From an optimization exercise on the open Yosys and OpenROAD flow, aimed at small area; shortcuts taken in it are not production practice. In this exercise RTL edits were held to simulation tests only and were not proved equivalent to the original.

## design/flow/run.sh

```bash
#!/bin/bash
# synth_recipe.tcl (not shown) runs the flow's synth.tcl, then flattens the netlist and writes it again
# the make line also repeats each setting of config.mk as NAME=value (left out here)
make -C /OpenROAD-flow-scripts/flow DESIGN_CONFIG=/design/flow/config.mk WORK_HOME=/design/flow/orfs CLKGATE_MAP_FILE= SYNTH_SCRIPT=/design/flow/synth_recipe.tcl finish
```

## design/flow/design.v

```verilog
module edfic_gateway #(
  parameter int unsigned NrInputs = 32
)(
  input  logic                clk_i,
  input  logic                rst_ni,
  input  logic [NrInputs-1:0] trig_type_i,
  input  logic [NrInputs-1:0] trig_polarity_i,
  input  logic [NrInputs-1:0] irqs_i,
  input  logic [NrInputs-1:0] ip_i,
  output logic [NrInputs-1:0] irqs_o
);
logic [NrInputs-1:0] irqs_d, irqs_q;
assign irqs_d = irqs_i;
always @(posedge clk_i) begin
  if (~rst_ni) begin
    irqs_q <= '0;
  end else begin
    irqs_q <= irqs_d;
  end
end
for (genvar i=0; i<NrInputs; i++) begin : g_lines
  always_comb begin : output_assign
    irqs_o[i] = 1'b0;
    unique case ({trig_polarity_i[i], trig_type_i[i]})
      2'b00: begin  
        irqs_o[i] = irqs_i[i] & ~irqs_q[i];
      end
      2'b01: begin  
        irqs_o[i] = irqs_i[i] & irqs_q[i] & ~ip_i[i];
      end
      2'b10: begin  
        irqs_o[i] = ~irqs_i[i] & irqs_q[i];
      end
      2'b11: begin  
        irqs_o[i] = ~irqs_i[i] & ~irqs_q[i] & ~ip_i[i];
      end
      default:;
    endcase
  end : output_assign
end : g_lines
endmodule
module edfic_arbiter #(
  parameter  int unsigned NrInputs  = 32,
  parameter  int unsigned PrioWidth = 8,
  localparam int unsigned IdxWidth  = $clog2(NrInputs)
)(
  input  logic [NrInputs-1:0]                valid_i,
  output logic                               valid_o,
  input  logic [NrInputs-1:0][PrioWidth-1:0] prio_i,
  output logic               [PrioWidth-1:0] prio_o,
  output logic                [IdxWidth-1:0] idx_o
);
localparam int unsigned NrNodes = NrInputs-1;
typedef enum logic {SEL_A, SEL_B} sel_e;
/*verilator lint_off UNOPTFLAT*/
logic [NrNodes-1:0][PrioWidth-1:0] nodes_prio;
logic [NrNodes-1:0][IdxWidth-1:0]  nodes_idx;
logic [NrNodes-1:0]                nodes_valid;
/*verilator lint_on UNOPTFLAT*/
assign valid_o = nodes_valid[NrNodes-1];
assign idx_o   = nodes_idx[NrNodes-1];
assign prio_o  = nodes_prio[NrNodes-1];
for (genvar i=0; i<IdxWidth; i++) begin : g_levels
 if (i == IdxWidth-1) begin : g_input
    for (genvar k=0; k<NrInputs/2; k++) begin : g_result
      localparam int unsigned IdxA = 2*k;
      localparam int unsigned IdxB = 2*k+1;
      sel_e sel;
      assign sel = arbitrate( valid_i[IdxA], valid_i[IdxB],
                    prio_i[IdxA], prio_i[IdxB]);
      assign nodes_prio[k]  = (sel == SEL_A) ? prio_i[IdxA]    : prio_i[IdxB];
      assign nodes_valid[k] = (sel == SEL_A) ? valid_i[IdxA]   : valid_i[IdxB];
      assign nodes_idx[k]   = (sel == SEL_A) ? IdxWidth'(IdxA) : IdxWidth'(IdxB);
    end : g_result
  end : g_input
  else begin : g_sort_nodes
    localparam int unsigned LayerBaseIdx  = NrInputs-(2**(i+2));
    localparam int unsigned OutputBaseIdx = NrInputs-(2**(i+1));
    localparam int unsigned LayerSizeOut  = 2**i;
    for (genvar k=0; k<LayerSizeOut; k++) begin : g_result
      localparam int unsigned IdxA = LayerBaseIdx  + 2*k;
      localparam int unsigned IdxB = LayerBaseIdx  + 2*k+1;
      localparam int unsigned IdxO = OutputBaseIdx + k;
/*verilator lint_off UNOPTFLAT*/
      sel_e sel;
/*verilator lint_on UNOPTFLAT*/
      assign sel = arbitrate( nodes_valid[IdxA], nodes_valid[IdxB],
                    nodes_prio[IdxA], nodes_prio[IdxB]);
      assign nodes_prio[IdxO]  = (sel == SEL_A) ? nodes_prio[IdxA]  : nodes_prio[IdxB];
      assign nodes_idx[IdxO]   = (sel == SEL_A) ? nodes_idx[IdxA]   : nodes_idx[IdxB];
      assign nodes_valid[IdxO] = (sel == SEL_A) ? nodes_valid[IdxA] : nodes_valid[IdxB];
    end : g_result
  end : g_sort_nodes
end : g_levels
function automatic sel_e arbitrate(
  input logic valid_a,
  input logic valid_b,
  input logic [PrioWidth-1:0] prio_a,
  input logic [PrioWidth-1:0] prio_b
);
  sel_e sel;
  sel = SEL_A;
  if(valid_b) begin
    if (~valid_a) sel = SEL_B;
    else if ($signed(prio_a) > $signed(prio_b)) sel = SEL_B;
  end
  arbitrate = sel;
endfunction
endmodule
module edfic_top #(
    parameter  int unsigned NrIrqs     = 16,
    parameter  int unsigned TsWidth    = 24,
    parameter  int unsigned TsClip     = 0,
    parameter  int unsigned BaseAddr   = 0,
    localparam int unsigned OutTsWidth = TsWidth + TsClip,
    localparam int unsigned IdWidth    = $clog2(NrIrqs)
) (
    input logic clk_i,
    input logic rst_ni,
    input  logic        cfg_req_i,
    input  logic        cfg_we_i,
    input  logic [31:0] cfg_addr_i,
    input  logic [31:0] cfg_wdata_i,
    output logic [31:0] cfg_rdata_o,
    input  logic [63:0] mtime_i,
    input  logic [NrIrqs-1:0] irq_i,
    output logic [IdWidth-1:0] irq_id_o,
    input  logic [IdWidth-1:0] irq_id_i,
    output logic [OutTsWidth-1:0] irq_dl_o,
    output logic irq_valid_o,
    input  logic irq_ack_i
);
logic [NrIrqs-1:0]                ip_d, ip_q;
logic [NrIrqs-1:0]                ie_d, ie_q;
logic [NrIrqs-1:0]                type_d, type_q;
logic [NrIrqs-1:0]                pol_d, pol_q;
logic [NrIrqs-1:0][TsWidth-2:0]   dl_d, dl_q;  
logic [NrIrqs-1:0][TsWidth-1:0]   ts_d, ts_q;
logic [IdWidth-1:0] local_addr;
assign local_addr = cfg_addr_i[(IdWidth+2)-1:2];
logic [TsWidth-1:0] irq_dl_arb;
logic read_event, write_event;
assign read_event  = cfg_req_i & ~cfg_we_i;
assign write_event = cfg_req_i &  cfg_we_i;
logic [NrIrqs-1:0]              trig_type;
logic [NrIrqs-1:0]              trig_polarity;
logic [NrIrqs-1:0]              valid;
logic [NrIrqs-1:0]              ip;
logic [NrIrqs-1:0]              gated;
logic [NrIrqs-1:0][TsWidth-1:0] ts;
for (genvar i=0;i<NrIrqs;i++) begin : g_line
  assign ip[i]            = ip_q[i];
  assign valid[i]         = ie_q[i] & ip_q[i];
  assign ts[i]            = ts_q[i] - mtime_i[(TsWidth-1)+TsClip:TsClip];  
  assign trig_type[i]     = type_q[i];
  assign trig_polarity[i] = pol_q[i];
end
always_ff @(posedge clk_i or negedge rst_ni) begin
  if (~rst_ni) begin
    ip_q   <= '0;
    ie_q   <= '0;
    type_q <= '0;
    pol_q  <= '0;
    dl_q   <= '0;
    ts_q   <= '0;
  end else begin
    ip_q   <= ip_d;
    ie_q   <= ie_d;
    type_q <= type_d;
    pol_q  <= pol_d;
    dl_q   <= dl_d;
    ts_q   <= ts_d;
  end
end
always_comb begin : main_comb
  ip_d   = ip_q;
  ie_d   = ie_q;
  type_d = type_q;
  pol_d  = pol_q;
  dl_d   = dl_q;
  ts_d   = ts_q;
  cfg_rdata_o = 32'h0;
  if (write_event) begin
    dl_d[local_addr]   = cfg_wdata_i[(TsWidth+8-1)-1:8];
    pol_d[local_addr]  = cfg_wdata_i[3];
    type_d[local_addr] = cfg_wdata_i[2];
    ip_d[local_addr]   = cfg_wdata_i[1];
    ie_d[local_addr]   = cfg_wdata_i[0];
    if (cfg_wdata_i[1]) begin
      ts_d[local_addr] = {1'b0, dl_q[local_addr]} + mtime_i[(TsWidth-1)+TsClip:TsClip];
    end
  end
  else if (read_event) begin
    cfg_rdata_o = 32'({
      1'b0,
      dl_q[local_addr],
      4'b0,
      pol_q[local_addr],
      type_q[local_addr],
      ip_q[local_addr],
      ie_q[local_addr]
      });
  end
  if (|gated) begin
    for(int i=0; i<NrIrqs; i++) begin
      if(gated[i]) begin
        ip_d[i] = 1'b1;
        ts_d[i] = {1'b0, dl_q[i]} + mtime_i[(TsWidth-1)+TsClip:TsClip];
      end
    end
  end
  if (irq_ack_i) begin
    ip_d[irq_id_i] = 1'b0;
  end
end : main_comb
edfic_arbiter #(
  .NrInputs (NrIrqs),
  .PrioWidth(TsWidth)
) i_arb (
  .valid_i (valid),
  .valid_o (irq_valid_o),
  .prio_i  (ts),
  .prio_o  (irq_dl_arb),
  .idx_o   (irq_id_o)
);
edfic_gateway #(
  .NrInputs (NrIrqs)
) i_gw (
  .clk_i,
  .rst_ni,
  .trig_polarity_i (trig_polarity),
  .trig_type_i     (trig_type),
  .ip_i            (ip),
  .irqs_i          (irq_i),
  .irqs_o          (gated)
);
if (TsClip == 0) begin
  assign irq_dl_o = irq_dl_arb;
end else begin
  assign irq_dl_o = {irq_dl_arb, (TsClip'(0))};
end
endmodule
```

## design/flow/config.mk

```make
export PLATFORM = sky130hd
export DESIGN_NAME = edfic_top
export DESIGN_NICKNAME = edfic_top
export VERILOG_FILES = /design/flow/design.v
export SDC_FILE = /design/flow/constraint.sdc
export NUM_CORES = 4
export LEC_CHECK = 0
export CAP_MARGIN = 20
export CORE_MARGIN = 2
export CORE_UTILIZATION = 40
export SLEW_MARGIN = 20
```

## design/flow/constraint.sdc

```tcl
create_clock -name core_clock -period 40.0 [get_ports {clk_i}]
set_input_delay 8.0000 -clock core_clock [delete_from_list [all_inputs] [get_ports {clk_i}]]
set_output_delay 8.0000 -clock core_clock [all_outputs]
set_load 0.01 [all_outputs]
```

==> flow_summary_export.csv <==
group,metric,value,unit
routing,dr.pass1.iters,9,
final_layout,num-fill-cells,21000,
worst_setup_path,cpMostUsedCell,"o21a_1",
floorplan,die_area,220000,um^2
final_layout,drive_gt1_share,8.97,%
synth,syn_area_per_cell,8.70,um^2
power_and_ir_drop,irDropWorstVdd,123,uV
synth,async_reset_ff_share,98.1,%
timing,relSlewSlack,10.1,%
floorplan,die_h,469,um
clocking,clk_pin_slew_worst_paths,60,ps
floorplan,pin_count,214,
routing,drt.antenna.violating_nets,0,
clocking,cts_setup_buffers,0,
synth,synth_edf_count,0,
worst_setup_path,cp-start-kind,"input port",
synth,synth-seq-cells,832,
timing,rsz0062_at_grt,"no",
placement,place.gp.congestion,1.06,
clocking,cts-htree-levels,3,
timing,slew_violations,0,
placement,postPlaceCellArea,92300,um^2
worst_setup_path,slowest_stage,"a2111oi_1",
clocking,cts_resized,0,
routing,drt-initial-drc-count,11900,
clocking,cts_tree,"done",
clocking,cts_hold_buf,0,
timing,fin_worst_skew,50.6,ps
synth,syn_inst,9960,
clocking,clock_latency,780,ps
placement,io_buffers,135,
worst_setup_path,max_stage_delay,890,ps
timing,min_period_over_period,91.9,%
synth,ys_types,110,
clocking,cts_buffer_depth,3,
final_layout,fin_area,95600,um^2
worst_setup_path,cp.arrival,28760,ps
clocking,root_buffer,"clkbuf_16",
routing,vias_per_cell,6.69,
worst_hold_path,hold_class,"flip-flop to flip-flop",
synth,synth_ff_type,"dfrtp_1",
floorplan,fp.coreArea,215000,um^2
routing,wl,471000,um
clocking,cts_sinks,832,
synth,yosysTopAreaCellShare,23.6,%
timing,tightest_slew,1350,ps
worst_setup_path,crit_type,"input port to primary output",
floorplan,initial_utilization,40.3,%
final_layout,area_growth,10.3,%
synth,yosysWarnings,3,
synth,synth_top_area_cell,"dfrtp_1",
final_layout,final_util,44.5,%
timing,period_minus_slack,36760,ps
placement,dp.cells,12800,
routing,drcViolationCount,0,
final_layout,nets,11400,
global_route,grt_max_degree,153,
final_layout,stdcell_count,13000,
synth,ys_top_cells_by_area,"dfrtp_1 24%, ha_1 16%, a21oi_1 5.5%, xnor2_1 4.1%, mux4_2 3.5%",
global_route,antenna_found_initial,32,
timing,setup_viol_count_final,0,
synth,synth-seq-area-share,23.9,%
power_and_ir_drop,p_total,11.1,mW
timing,max_freq,0.0272,GHz
floorplan,die_w,469,um
clocking,cts_buffers,91,
timing,fin_setup_tns,0,ps
power_and_ir_drop,power.density,116,nW/um^2
synth,synth.cell_area,86600,um^2
floorplan,rows,170,
global_route,grt_usage,41.0,%
routing,dr_total_vias,86800,
routing,drt-wirelength-per-cell,36.3,um
worst_setup_path,cp.required,32000,ps
power_and_ir_drop,p_leak,43.1,nW
timing,hold_viol,0,
global_route,grt_pass1_vias,78700,
worst_setup_path,worst_setup_path_end_kind,"primary output",
worst_setup_path,worstPathMaxFanout,34,
outcome,outcome,"timing/DRC/antenna clean",
global_route,globalRouteOverflowTotal,0,
global_route,grt_pass1_wl,634000,um
placement,dpl.hpwl,382000,um
run,drv_cap,0,
[path summary, 6_finish.rpt]
kind                                  startpoint               endpoint  slack [ps]  cells after the start
max                                   mtime_i[1]           irq_dl_o[22]        3240                     67
min                          ie_q[8]$_DFFE_PN0P_    ie_q[8]$_DFFE_PN0P_         530                      1
max reg2reg                dl_q[162]$_DFFE_PN0P_    ts_q[287]$_DFF_PN0_       33290                     17
min reg2reg                  ie_q[8]$_DFFE_PN0P_    ie_q[8]$_DFFE_PN0P_         530                      1
max in group asynchronous                 rst_ni  dl_q[354]$_DFFE_PN0P_       28940                      5
min in group asynchronous                 rst_ni    ts_q[191]$_DFF_PN0_        7210                      1
[sequential cells by signal, summed over array words and instances (netlist names)]
name and count:
dl_q 368, i_gw.irqs_q 16, ie_q 16, ip_q 16, pol_q 16, ts_q 384
type_q 16
[routing by layer]
layer,part of all wire [%],vias to the layer above,global-route usage [%]
li1,-,37800,-
met1,42,42900,56.0
met2,39,5255,55.5
met3,13,891,13.5
met4,7.1,8,24.6
met5,0.056,-,0
[layout make-up]
cell class | count | area, um^2 | share of cell area (%)
multi-input combinational | 8210 | 62900 | 65.8
sequential | 832 | 20700 | 21.7
tap | 2838 | 3550 | 3.71
timing repair buffer | 369 | 3160 | 3.30
clock buffer | 122 | 2560 | 2.68
inverter | 551 | 2070 | 2.17
clock inverter | 41 | 528 | 0.552
antenna | 18 | 45.0 | 0.0471
[cell usage in the layout (no fill, tap or decap), types with 143 or more instances in the layout]
| cell | count |
|---|---|
| inv_1 | 534 |
| dfrtp_1 | 816 |
| a21o_1 | 318 |
| nor3_1 | 179 |
| xnor2_1 | 399 |
| nand3_1 | 213 |
| a21oi_1 | 943 |
| nor2_1 | 690 |
| xor2_1 | 245 |
| o21ai_0 | 513 |
| mux2_2 | 171 |
| mux2i_1 | 145 |
| nand2_1 | 584 |
| nand2b_1 | 143 |
| buf_4 | 230 |
| a22o_1 | 326 |
| a221oi_1 | 237 |
| ha_1 | 1120 |
[through the flow]
step / setup slack, ps / hold WS, ps
floorplan: 8860 / 471
global route: 2640 / 549
global placement: 3710 / 506
CTS: 3620 / 531
finish: 3240 / 530
detailed placement: 3760 / 517
[cell families after synthesis]
logic type,synth area share (%)
AOI/OAI and AO/OA,26.6
and+or+nand+nor,14.3
adders and majority gates,17.0
buffers and inverters,4.09
DFF,23.9
xor gates and xnor gates,6.62
muxes,7.42
other,0.00433
[worst max-delay path: cells and delay by family]
kind                     cells  cell delay [ps]
AO/OA/AOI/OAI               37             8990
buffers and inverters       11             4530
AND/OR/NAND/NOR             11             3950
adder cells (fa/ha/maj)      5             1900
multiplexers                 2              890
XOR/XNOR                     1              290
[power by group]
| part | internal, mW | switching (mW) | total [mW] |
|---|---|---|---|
| Combinational | 3.21 | 5.37 | 8.57 |
| Sequential | 1.12 | 0.444 | 1.57 |
| Clock | 0.516 | 0.409 | 0.925 |
| Total | 4.85 | 6.22 | 11.1 |
[Yosys cell counts (all sizes together), types with 243 or more instances]
cell    number
ha        1120
a21oi      949
dfrtp      816
nor2       703
nand2      588
inv        549
o21ai      541
xnor2      405
a22o       326
a21o       318
clkbuf     309
xor2       245
a221oi     243

## afterwards: timing with drivers on the ports
No port has a modelled driver above. Below, the same layout with a new extraction and two added sets of constraints. Step 1: set_driving_cell puts a clkbuf_16 on clk_i and a buf_2 on each other input, an assumption about the parent block. Step 2 also shifts input and output timing later by t, the mid clock arrival at the registers, as if the neighbouring blocks saw the same clock. a / b / c = ideal / step 1 / step 2; a / b = the first two.
shift t [ns]: 0.845
setup WS [ns]: 3.239 / 3.215 / 3.215
hold WS [ns]: 0.530 / 0.530 / 0.530
worst setup path after step 2: input to output
latest minus earliest clock arrival (ns): 0.051 / 0.050
After both steps this run still meets setup and hold. For this run, drivers alone change the setup slack by -0.024 ns; drivers and shift together by -0.024 ns.
